This is an optimization exercise on Yosys and OpenROAD, whose aim is small area, not a production implementation.
The RTL was checked by simulation tests, not by an equivalence proof against the original design.
The clock cells of this run come from the design's own scripts or RTL, not from TritonCTS.
The flow treats the clock pin as an ideal source. Dropping or thinning the clock tree relies on that and would not hold on a real chip.
No activity file was given, so power comes from the tool's default toggle rates.

File: flow/standard.sh
#!/bin/bash
# synth_recipe.tcl (not shown) runs the flow's synth.tcl, then flattens the netlist and writes it again
# the make line also repeats each setting of config.mk as NAME=value (left out here)
make -C /OpenROAD-flow-scripts/flow DESIGN_CONFIG=/design/flow/config.mk WORK_HOME=/design/flow/orfs CLKGATE_MAP_FILE= SYNTH_SCRIPT=/design/flow/synth_recipe.tcl "${@:-finish}"
File: flow/flow/run.sh
#!/bin/bash
# Synthesis: the standard script, but ABC maps for area (flow/abc_area.script
# in place of the speed script) and Yosys's half/full-adder extraction is off,
# so ABC maps the adders and counters too. Registers are unchanged.
# Layout: the standard ORFS flow, with ports buffered by buf_1, one tie cell
# for the constant outputs, timing-driven placement's repair not kept, and the clock tree built by flow/manual_cts.tcl
# (ORFS's CTS step runs it and skips its own tree building).
set -euo pipefail
W=$PWD
rm -rf "$W/synth_scripts"
cp -r "$FLOW_HOME/scripts" "$W/synth_scripts"
cp "$W/flow/abc_area.script" "$W/synth_scripts/abc_speed.script"
bash standard.sh synth SCRIPTS_DIR="$W/synth_scripts" ADDER_MAP_FILE= > synth.log 2>&1
bash standard.sh finish SKIP_REPAIR_TIE_FANOUT=1 GPL_KEEP_OVERFLOW=0 \
  BUFFER_PORTS_ARGS="-buffer_cell sky130_fd_sc_hd__buf_1" \
  PRE_CTS_TCL="$W/flow/manual_cts.tcl" \
  > layout.log 2>&1
File: flow/design.v
module spt(
input clk_100m,
input rst_spt_n,
output reg spt_cpuif_head_err,
output reg spt_cpuif_tail_err,
output reg spt_cpuif_short_pkt,
output reg spt_cpuif_long_pkt,
output reg spt_cpuif_ok_pkt,
output head_rise,
output tail_rise,
input vid_in,
input [15:0]data_in,
output SRAM_WE_A_N,
output [9:0]SRAM_ADDR_A,
output [16:0]SRAM_WDATA_A,
output [9:0]LAST_ADDR);
reg vid_in_d0,vid_in_d1,vid_in_d2,vid_in_d3,vid_in_d4;
always@(posedge clk_100m)
if (!rst_spt_n)begin
vid_in_d0<=1'b0;
vid_in_d1<=1'b0;
vid_in_d2<=1'b0;
vid_in_d3<=1'b0;
vid_in_d4<=1'b0;
end
else begin
vid_in_d0<=vid_in;
vid_in_d1<=vid_in_d0;
vid_in_d2<=vid_in_d1;
vid_in_d3<=vid_in_d2;
vid_in_d4<=vid_in_d3;
end
wire vid_in_posedge=vid_in_d2&~vid_in_d3;
wire vid_in_negedge=~vid_in_d0&vid_in_d1;
wire payload_flag=vid_in_d2&vid_in_d3;
reg [15:0]data_1,data_2,data_3,data_reg;
always@(posedge clk_100m)begin
data_1<=data_in;
data_2<=data_1;
data_3<=data_2;
if(vid_in|vid_in_d0|vid_in_d1|vid_in_d2)
  data_reg<=data_3;
end
reg[1:0]cs,nxst;
parameter [1:0]
INIT=2'b00,
HEAD=2'b01,
LOAD=2'b11,
TAIL=2'b10;
wire init_st=cs==INIT;
wire head_st=cs==HEAD;
wire load_st=cs==LOAD;
wire tail_st=cs==TAIL;
always @(posedge clk_100m)
if(!rst_spt_n)
cs<=INIT;
else
cs<=nxst;
always @(*)
case(cs)
INIT: nxst=vid_in_posedge?HEAD:INIT;
HEAD: nxst=vid_in_d1?LOAD:INIT;
LOAD: nxst=vid_in_d1?LOAD:TAIL;
default: nxst=INIT;
endcase
reg [9:0]data_cnt;
always@(posedge clk_100m)
if(head_st)
data_cnt<=10'h000;
else
data_cnt<=data_cnt+load_st;
reg [16:0]sum;
wire sum_restart=head_st|(load_st&~vid_in_d3);
wire [15:0]sum_a=data_3;
wire [16:0]sum_b=sum_restart?17'h0:sum;
always@(posedge clk_100m)
sum<=sum_a+sum_b[15:0]+sum_b[16];
wire tail_ok=(&sum[15:1])&(sum[16]?~sum[0]:(sum[0]&(|data_reg)));
always@(posedge clk_100m)
if(!rst_spt_n)
spt_cpuif_head_err<=1'b0;
else if(tail_st)
spt_cpuif_head_err<=1'b0;
else if(head_st)
spt_cpuif_head_err<=data_reg!=16'h55d5;
always@(posedge clk_100m)
if(!rst_spt_n|head_st)begin
spt_cpuif_tail_err<=1'b0;
spt_cpuif_short_pkt<=1'b0;
spt_cpuif_long_pkt<=1'b0;
spt_cpuif_ok_pkt<=1'b0;
end
else if(tail_st)begin
spt_cpuif_tail_err<=~tail_ok & data_cnt>=20 & data_cnt<=600;
spt_cpuif_short_pkt<=data_cnt<=20&data_cnt>3;
spt_cpuif_long_pkt<=data_cnt>601;
spt_cpuif_ok_pkt<=data_cnt>20 & data_cnt<=601 & tail_ok &~spt_cpuif_head_err;
end
reg head_d1,head_d2,tail_d1,tail_d2;
always@(posedge clk_100m)begin
head_d1<=head_st&~spt_cpuif_head_err;
head_d2<=head_d1;
tail_d1<=tail_st;
tail_d2<=tail_d1;
end
assign head_rise=head_d2;
assign tail_rise=tail_d2;
reg [9:0]last_addr;
reg spt_cs_a_n;
always@(posedge clk_100m)
if(!rst_spt_n)
spt_cs_a_n<=1'b1;
else if(!vid_in_d3&vid_in_d4)
spt_cs_a_n<=1'b1;
else if(vid_in_d3&!vid_in_d4)
spt_cs_a_n<=data_reg!=16'h55d5;
reg [9:0]spt_addr_a;
assign SRAM_WE_A_N=spt_cs_a_n;
assign SRAM_WDATA_A={vid_in_negedge,data_reg[7:0],data_reg[15:8]};
always@(posedge clk_100m)
if (head_st)
spt_addr_a<=spt_cpuif_ok_pkt? spt_addr_a : last_addr;
else
spt_addr_a<=spt_addr_a+payload_flag;
assign SRAM_ADDR_A=spt_addr_a;
always@(posedge clk_100m)
if(!rst_spt_n)
last_addr<=10'h000;
else if(spt_cpuif_ok_pkt)
last_addr<=spt_addr_a;
assign LAST_ADDR=last_addr;
endmodule
module pkt_stats(
input clk_100m,
input rst_core_n,
input spt_cpuif_head_err,
input spt_cpuif_tail_err,
input spt_cpuif_short_pkt,
input spt_cpuif_long_pkt,
input spt_cpuif_ok_pkt,
input head_rise,
input tail_rise,
input CPU_RD,
input [15:0]CPU_ADDR,
output reg [31:0]CPU_RDATA
);
wire [4:0]pe={spt_cpuif_ok_pkt&tail_rise,
              spt_cpuif_long_pkt&tail_rise,
              spt_cpuif_short_pkt&tail_rise,
              spt_cpuif_tail_err&tail_rise,
              spt_cpuif_head_err&head_rise};
wire clr=CPU_RD|~rst_core_n;
reg [15:0]cnt[0:4];
integer i;
always@(posedge clk_100m)
for(i=0;i<5;i=i+1)
cnt[i]<={{15{~clr}}&(cnt[i][15:1]^cnt_t[i][15:1]),
         rst_core_n&(CPU_RD?pe[i]:cnt[i][0]^cnt_t[i][0])};
reg [15:0]cnt_t[0:4];
integer j,k;
always@(*)
for(j=0;j<5;j=j+1)begin
cnt_t[j][0]=pe[j]&~&cnt[j];
for(k=1;k<16;k=k+1)
cnt_t[j][k]=cnt_t[j][k-1]&cnt[j][k-1];
end
wire base=CPU_ADDR[15:5]==11'h208 && CPU_ADDR[1:0]==2'b00;
wire [4:0]sel;
assign sel[0]=base&CPU_ADDR[4:2]==3'd0;
assign sel[1]=base&CPU_ADDR[4:2]==3'd1;
assign sel[2]=base&CPU_ADDR[4:2]==3'd2;
assign sel[3]=base&CPU_ADDR[4:2]==3'd3;
assign sel[4]=base&CPU_ADDR[4:2]==3'd4;
wire [4:0]ld=sel&{5{CPU_RD&rst_core_n}};
wire hold=~CPU_RD&rst_core_n;
always @(posedge clk_100m)
CPU_RDATA<={16'h0000,
  {16{ld[0]}}&cnt[0] | {16{ld[1]}}&cnt[1] | {16{ld[2]}}&cnt[2] |
  {16{ld[3]}}&cnt[3] | {16{ld[4]}}&cnt[4] | {16{hold}}&CPU_RDATA[15:0]};
endmodule
module pkt_checker(
input clk,
input rst_n,
input vid_in,
input [15:0]data_in,
input cpu_rd,
input [15:0]cpu_addr,
output [31:0]cpu_rdata,
output head_err,
output tail_err,
output short_pkt,
output long_pkt,
output ok_pkt,
output buf_we,
output [9:0]buf_waddr,
output [16:0]buf_wdata,
output [9:0]buf_commit
);
wire sram_we_a_n;
wire head_rise,tail_rise;
spt spt_0(
.clk_100m(clk),
.rst_spt_n(rst_n),
.spt_cpuif_head_err(head_err),
.spt_cpuif_tail_err(tail_err),
.spt_cpuif_short_pkt(short_pkt),
.spt_cpuif_long_pkt(long_pkt),
.spt_cpuif_ok_pkt(ok_pkt),
.head_rise(head_rise),
.tail_rise(tail_rise),
.vid_in(vid_in),
.data_in(data_in),
.SRAM_WE_A_N(sram_we_a_n),
.SRAM_ADDR_A(buf_waddr),
.SRAM_WDATA_A(buf_wdata),
.LAST_ADDR(buf_commit));
assign buf_we=~sram_we_a_n;
pkt_stats pkt_stats_0(
.clk_100m(clk),
.rst_core_n(rst_n),
.spt_cpuif_head_err(head_err),
.spt_cpuif_tail_err(tail_err),
.spt_cpuif_short_pkt(short_pkt),
.spt_cpuif_long_pkt(long_pkt),
.spt_cpuif_ok_pkt(ok_pkt),
.head_rise(head_rise),
.tail_rise(tail_rise),
.CPU_RD(cpu_rd),
.CPU_ADDR(cpu_addr),
.CPU_RDATA(cpu_rdata));
endmodule
File: flow/flow/abc_area.script
&get -n
&st
&dch -f
&nf -R 1000 -E 100 -F 8 -A 8
&put
topo
dnsize -c
File: flow/constraint.sdc
create_clock -name core_clock -period 4.5 [get_ports {clk}]
set_input_delay 0.9000 -clock core_clock [delete_from_list [all_inputs] [get_ports {clk}]]
set_output_delay 0.9000 -clock core_clock [all_outputs]
set_load 0.01 [all_outputs]
File: flow/config.mk
export PLATFORM = sky130hd
export DESIGN_NAME = pkt_checker
export DESIGN_NICKNAME = pkt_checker
export VERILOG_FILES = /design/flow/design.v
export SDC_FILE = /design/flow/constraint.sdc
export NUM_CORES = 4
export LEC_CHECK = 0
export CAP_MARGIN = 20
export CORE_MARGIN = 2
export CORE_UTILIZATION = 60
export SLEW_MARGIN = 20
File: flow/flow/manual_cts.tcl
# Clock tree built by hand before ORFS's CTS step, which is then skipped:
# the flip-flops are split into balanced clusters by location (k-means with a
# size cap), each cluster gets a clkbuf_8 at its centre, and two root clkbuf_8,
# each at the centre of the leaves on one side, drive them. The clock port
# feeds only the two roots.
set leaf_cell sky130_fd_sc_hd__clkbuf_8
set root_cell sky130_fd_sc_hd__clkbuf_8
set max_fanout [expr {[info exists ::env(MANUAL_CTS_FANOUT)] ? $::env(MANUAL_CTS_FANOUT) : 18}]

set db [ord::get_db]
set block [ord::get_db_block]
set clk_net [[$block findBTerm clk] getNet]

set sinks {}
set xs {}
set ys {}
foreach it [$clk_net getITerms] {
  set inst [$it getInst]
  set bb [$inst getBBox]
  lappend sinks $it
  lappend xs [expr {([$bb xMin] + [$bb xMax]) / 2.0}]
  lappend ys [expr {([$bb yMin] + [$bb yMax]) / 2.0}]
}
set n [llength $sinks]
set k [expr {int(ceil(double($n) / $max_fanout))}]
set cap [expr {int(ceil(double($n) / $k))}]
puts "manual CTS: $n sinks, $k leaf buffers, at most $cap sinks each"

# initial centres: sinks sorted by x, then by y inside each of k slices
set order [lsort -real -indices $xs]
set cx {}
set cy {}
for {set c 0} {$c < $k} {incr c} {
  set i [lindex $order [expr {int(($c + 0.5) * $n / $k)}]]
  lappend cx [lindex $xs $i]
  lappend cy [lindex $ys $i]
}

for {set iter 0} {$iter < 40} {incr iter} {
  # capacity-limited assignment: all (sink, centre) pairs by distance
  set pairs {}
  for {set i 0} {$i < $n} {incr i} {
    set x [lindex $xs $i]
    set y [lindex $ys $i]
    for {set c 0} {$c < $k} {incr c} {
      set d [expr {abs($x - [lindex $cx $c]) + abs($y - [lindex $cy $c])}]
      lappend pairs [list $d $i $c]
    }
  }
  set pairs [lsort -real -index 0 $pairs]
  set assign [lrepeat $n -1]
  set count [lrepeat $k 0]
  set left $n
  foreach p $pairs {
    lassign $p d i c
    if {[lindex $assign $i] >= 0} continue
    if {[lindex $count $c] >= $cap} continue
    lset assign $i $c
    lset count $c [expr {[lindex $count $c] + 1}]
    incr left -1
    if {$left == 0} break
  }
  set sx [lrepeat $k 0.0]
  set sy [lrepeat $k 0.0]
  for {set i 0} {$i < $n} {incr i} {
    set c [lindex $assign $i]
    lset sx $c [expr {[lindex $sx $c] + [lindex $xs $i]}]
    lset sy $c [expr {[lindex $sy $c] + [lindex $ys $i]}]
  }
  for {set c 0} {$c < $k} {incr c} {
    if {[lindex $count $c] > 0} {
      lset cx $c [expr {[lindex $sx $c] / [lindex $count $c]}]
      lset cy $c [expr {[lindex $sy $c] / [lindex $count $c]}]
    }
  }
}

set leaf_master [$db findMaster $leaf_cell]
set root_master [$db findMaster $root_cell]
# two roots, each driving the leaves on one side (split by x)
set nroot 2
set lorder [lsort -real -indices $cx]
set roots {}
for {set r 0} {$r < $nroot} {incr r} {
  set root [odb::dbInst_create $block $root_master clkbuf_root_$r]
  set root_net [odb::dbNet_create $block clknet_root_$r]
  $root_net setSigType CLOCK
  [$root findITerm X] connect $root_net
  [$root findITerm A] connect $clk_net
  lappend roots [list $root $root_net 0.0 0.0 0]
}
for {set j 0} {$j < $k} {incr j} {
  set c [lindex $lorder $j]
  set r [expr {$j * $nroot / $k}]
  lassign [lindex $roots $r] root root_net rx ry rn
  set buf [odb::dbInst_create $block $leaf_master clkbuf_leaf_$c]
  set net [odb::dbNet_create $block clknet_leaf_$c]
  $net setSigType CLOCK
  [$buf findITerm X] connect $net
  [$buf findITerm A] connect $root_net
  $buf setLocation [expr {int([lindex $cx $c])}] [expr {int([lindex $cy $c])}]
  $buf setPlacementStatus PLACED
  lset roots $r [list $root $root_net [expr {$rx + [lindex $cx $c]}] [expr {$ry + [lindex $cy $c]}] [expr {$rn + 1}]]
}
for {set i 0} {$i < $n} {incr i} {
  set it [lindex $sinks $i]
  set net [$block findNet clknet_leaf_[lindex $assign $i]]
  $it disconnect
  $it connect $net
}
foreach rr $roots {
  lassign $rr root root_net rx ry rn
  $root setLocation [expr {int($rx / $rn)}] [expr {int($ry / $rn)}]
  $root setPlacementStatus PLACED
}
$clk_net setSigType CLOCK
global_connect

rename clock_tree_synthesis orfs_clock_tree_synthesis
proc clock_tree_synthesis {args} {
  puts "clock tree built by manual_cts.tcl; clock_tree_synthesis skipped"
}
==> results.txt <==
worst reg2reg max path: stages, from the launching register on:
cell and delay, ns:
dfxtp_1 0.43, nor2b_4 0.20, a21oi_4 0.27, buf_6 0.24, nand2_1 0.09, xnor2_1 0.17, and3_1 0.20, a31oi_1 0.07
o21bai_1 0.23, a21oi_1 0.12, or2_0 0.24, o31ai_1 0.34, nand3_1 0.14, and3_1 0.19, a21oi_1 0.18, a31oi_1 0.19
o311ai_0 0.44, xnor2_1 0.13
area by class of cell:
| cell class | count | area share [%] |
|---|---|---|
| plain buffers | 15 | 2.326 |
| inverters | 7 | 0.2960 |
| multi-input cells | 568 | 38.10 |
| flip-flops and latches | 224 | 52.33 |
| well taps | 176 | 2.481 |
| repair buffers | 100 | 4.469 |
how the worst max path moves through the flow:
stage,from,to,slack [ns]
floorplan,spt_0.cs[0],spt_0.sum[15],0.009
global placement,spt_0.cs[0],spt_0.sum[15],-0.66
detailed placement,spt_0.cs[0],spt_0.sum[15],-0.06
CTS,spt_0.cs[0],spt_0.sum[15],0.21
global route,spt_0.cs[0],spt_0.sum[15],0.10
finish,spt_0.cs[0],spt_0.sum[15],0.52
synth_stat cells, types with 12 or more instances:
library cell	count
nor4_1	13
a222oi_1	32
nor2_1	100
and2_0	27
dfxtp_1	208
buf_4	17
xnor2_1	17
xor2_1	12
and3_1	46
nor3_1	57
nand2_1	42
edfxtp_1	16
nor2b_1	12
o21ai_0	28
a21oi_1	74
nand4_1	29
timing repair:
item,4_1_cts,5_1_grt
setup buffers,0,2
setup endpoints to repair,1,4
resized for setup,1,2
power by group:
group	total, mW	internal [mW]	switching [mW]
logic	0.531	0.215	0.316
clock network	0.854	0.303	0.551
registers	2.26	2.15	0.110
total	3.64	2.67	0.977
routing by layer:
| metal | global-route usage (%) | part of all wire [%] |
|---|---|---|
| met3 | 2.075 | 4.9 |
| met1 | 32.52 | 44 |
| met2 | 42.55 | 49 |
| met5 | 0 | 0 |
| met4 | 6.541 | 2.9 |
placed cells by master (no fill, tap or decap), drive strengths merged, types with 3 or more instances in the layout:
| cell type | Yosys | final |
|---|---|---|
| mux2 | 3 | 3 |
| a222oi | 32 | 32 |
| a211oi | 4 | 4 |
| and2 | 27 | 27 |
| clkinv | 7 | 7 |
| buf | 17 | 100 |
| nor4b | 3 | 3 |
| a31oi | 4 | 4 |
| edfxtp | 16 | 16 |
| or4 | 3 | 3 |
| nor2 | 100 | 100 |
| nor2b | 12 | 12 |
| xor2 | 12 | 12 |
| a311oi | 4 | 4 |
| dfxtp | 208 | 208 |
| nor4 | 13 | 13 |
| nand2b | 4 | 4 |
| and3 | 46 | 46 |
| nand3 | 6 | 6 |
| nand2 | 42 | 42 |
| o32ai | 5 | 5 |
| nor3 | 57 | 57 |
| mux2i | 7 | 7 |
| o22ai | 5 | 5 |
| xnor2 | 17 | 17 |
| clkbuf | 0 | 15 |
| o21ai | 28 | 28 |
| a21oi | 74 | 74 |
| nand4 | 29 | 29 |
| and4 | 3 | 3 |
cell families (layout without fill, tap and decap cells):
family / after synthesis / after routing / share of synthesized area [%]
flops: 224 / 224 / 57.17
mux: 10 / 10 / 1.278
buf+inv: 24 / 122 / 1.894
compound gates: 171 / 171 / 13.81
simple gates: 357 / 357 / 22.67
xor+xnor: 29 / 29 / 3.126
other cells: 1 / 1 / 0.04616
==> results.txt <==
status=complete, no violations; initial antenna violation count=0; Worst-Margin Slew=about 0.94 ns; final hold viol count=0; VDD IR max=377.0 uV; Site Rows=42; top cells by area, synth=dfxtp_1, edfxtp_1, nor2_1; Layout Cells excl Fill=between 1000 and 1500; DRC=0; Final min period=between 3 and 4 ns; post-synthesis sequential area ratio=57.17%; leakage power total=between 3 and 4 nW; RSZ-0062 raised after global routing=false; skew final=0.04164 ns; CP bufs+invs=1; DP HPWL=between 10000 and 15000 um; Setup CP Type=flip-flop to flip-flop; largest register by flop count=pkt_stats_0.cnt; max-slew violations=0; Post-Syn Nets=852; HP Start=spt_0.data_2[10]; Worst setup SP type=flip-flop; max reg flops=80; vias in the first global route=just over 6000; hold depth=0; drt pass-1 iters=5; cts hold-fix bufs=0; Syn-to-layout area delta=9.256%; Fmax=0.2510 GHz; CP top delay family=compound AO/OA/AOI/OAI gates; critical path arrival=between 4 and 5 ns; r2r setup slk=0.52 ns; ys flop type=dfxtp_1; FFs w/ async S/R, synth=0%; largest net degree at the start of global routing=67; worst hold-check path type=flip-flop to flip-flop; top-area cell type share of the netlist area=51.26%; Ant. Diodes=0; slowest CP cell=o311ai_0; Placer Congestion=~0.9; GRT Total Usage=between 20% and 30%; port bufs=94; setup tns final=0 ns; Syn. warnings=4; wire per inst=roughly 17 um; Final setup viols=0; Yosys cell types=between 40 and 50; CP Data Required Time=4.76 ns; worst-path maximum fanout=25; PD cells=410.5 mW/mm^2; DP Cell Count=approximately 1100; CP Cell Sequence=nor2b_4 > a21oi_4 > buf_6 > nand2_1 > xnor2_1 > and3_1 > a31oi_1 > o21bai_1 > a21oi_1 > or2_0 > o31ai_1 > nand3_1 > and3_1 > a21oi_1 > a31oi_1 > o311ai_0 > xnor2_1; Via density=approximately 6.0; Final WS setup=approximately 0.52 ns; Routed WL=18020 um; placed cell area=0.008640 mm^2; Worst setup EP type=flip-flop; Seq cells post-synth=roughly 220; R2R depth=17; Reg2Reg Capture Point=spt_0.sum[15]; Mapped Area=just over 0.008 mm^2; Reg2Reg Launch Point=spt_0.cs[0]; Clk pin slew, worst setup/hold paths=around 0.1 ns; share of cells above drive strength 1=around 3.2%; core footprint=0.01324 mm^2; Register Area=around 0.0046 mm^2; fill count=about 1100; area leader, netlist=dfxtp_1; IO Pins=approximately 110; die width=approximately 120 um; Worst Hold Endpoint=spt_0.data_3[10]; gr ovfl total=0; Die Y=120.4 um; Final Cycle Share=about nine tenths; global-route wire length before repair=29350 um; setup slack at placement=-0.05592 ns; Crit path depth=17; number of routed nets with antenna violations=0; Critical Path Max Stage Delay=between 0.4 and 0.5 ns; clock latency on the worst-skew pair=0.39 ns; Max Cap Viol=0; Rel. slew slack=37.35%; Post-Syn Instances=slightly above 800; Nets=roughly 950; vias=6543; Fin Hold WS=about 0.33 ns; Syn Area/Cell=9.956 um^2; Initial Util=between 60% and 70%; number of enable flip-flop cells after synthesis=16; final core occ=about 67%; Total Power=3.643 mW; Design Area, Final=about 0.0089 mm^2; multi-input logic area=0.003382 mm^2; Largest regs=pkt_stats_0.cnt: 80 flops, spt_0.sum: 17 flops; DRT iter0 DRCs=581; Die ar.=between 0.01 and 0.015 mm^2

port drivers added, routing unchanged:
The results above use ideal ports. As a check the final layout listed here was re-extracted and re-timed, cells and wires unchanged. Step 1, drivers: a clkbuf_16 drives clk and a buf_2 each remaining input, both assumed. Step 2 times the ports against the registers' clock, not the clock port: input delays grow and output delays shrink by t, the midpoint of the rising clock arrivals with the driver on. a / b / c = ideal / step 1 / step 2; a / b = the first two.
t (ns): 0.413
setup WS [ns]: 0.515 / 0.515 / 0.515
worst data-port slew with drivers (ns): 0.06
pins driven straight from the clock port: 2
After both steps this run still meets setup and hold. The setup slack of this run moves by 0.000 ns with the drivers and by 0.000 ns with both steps.
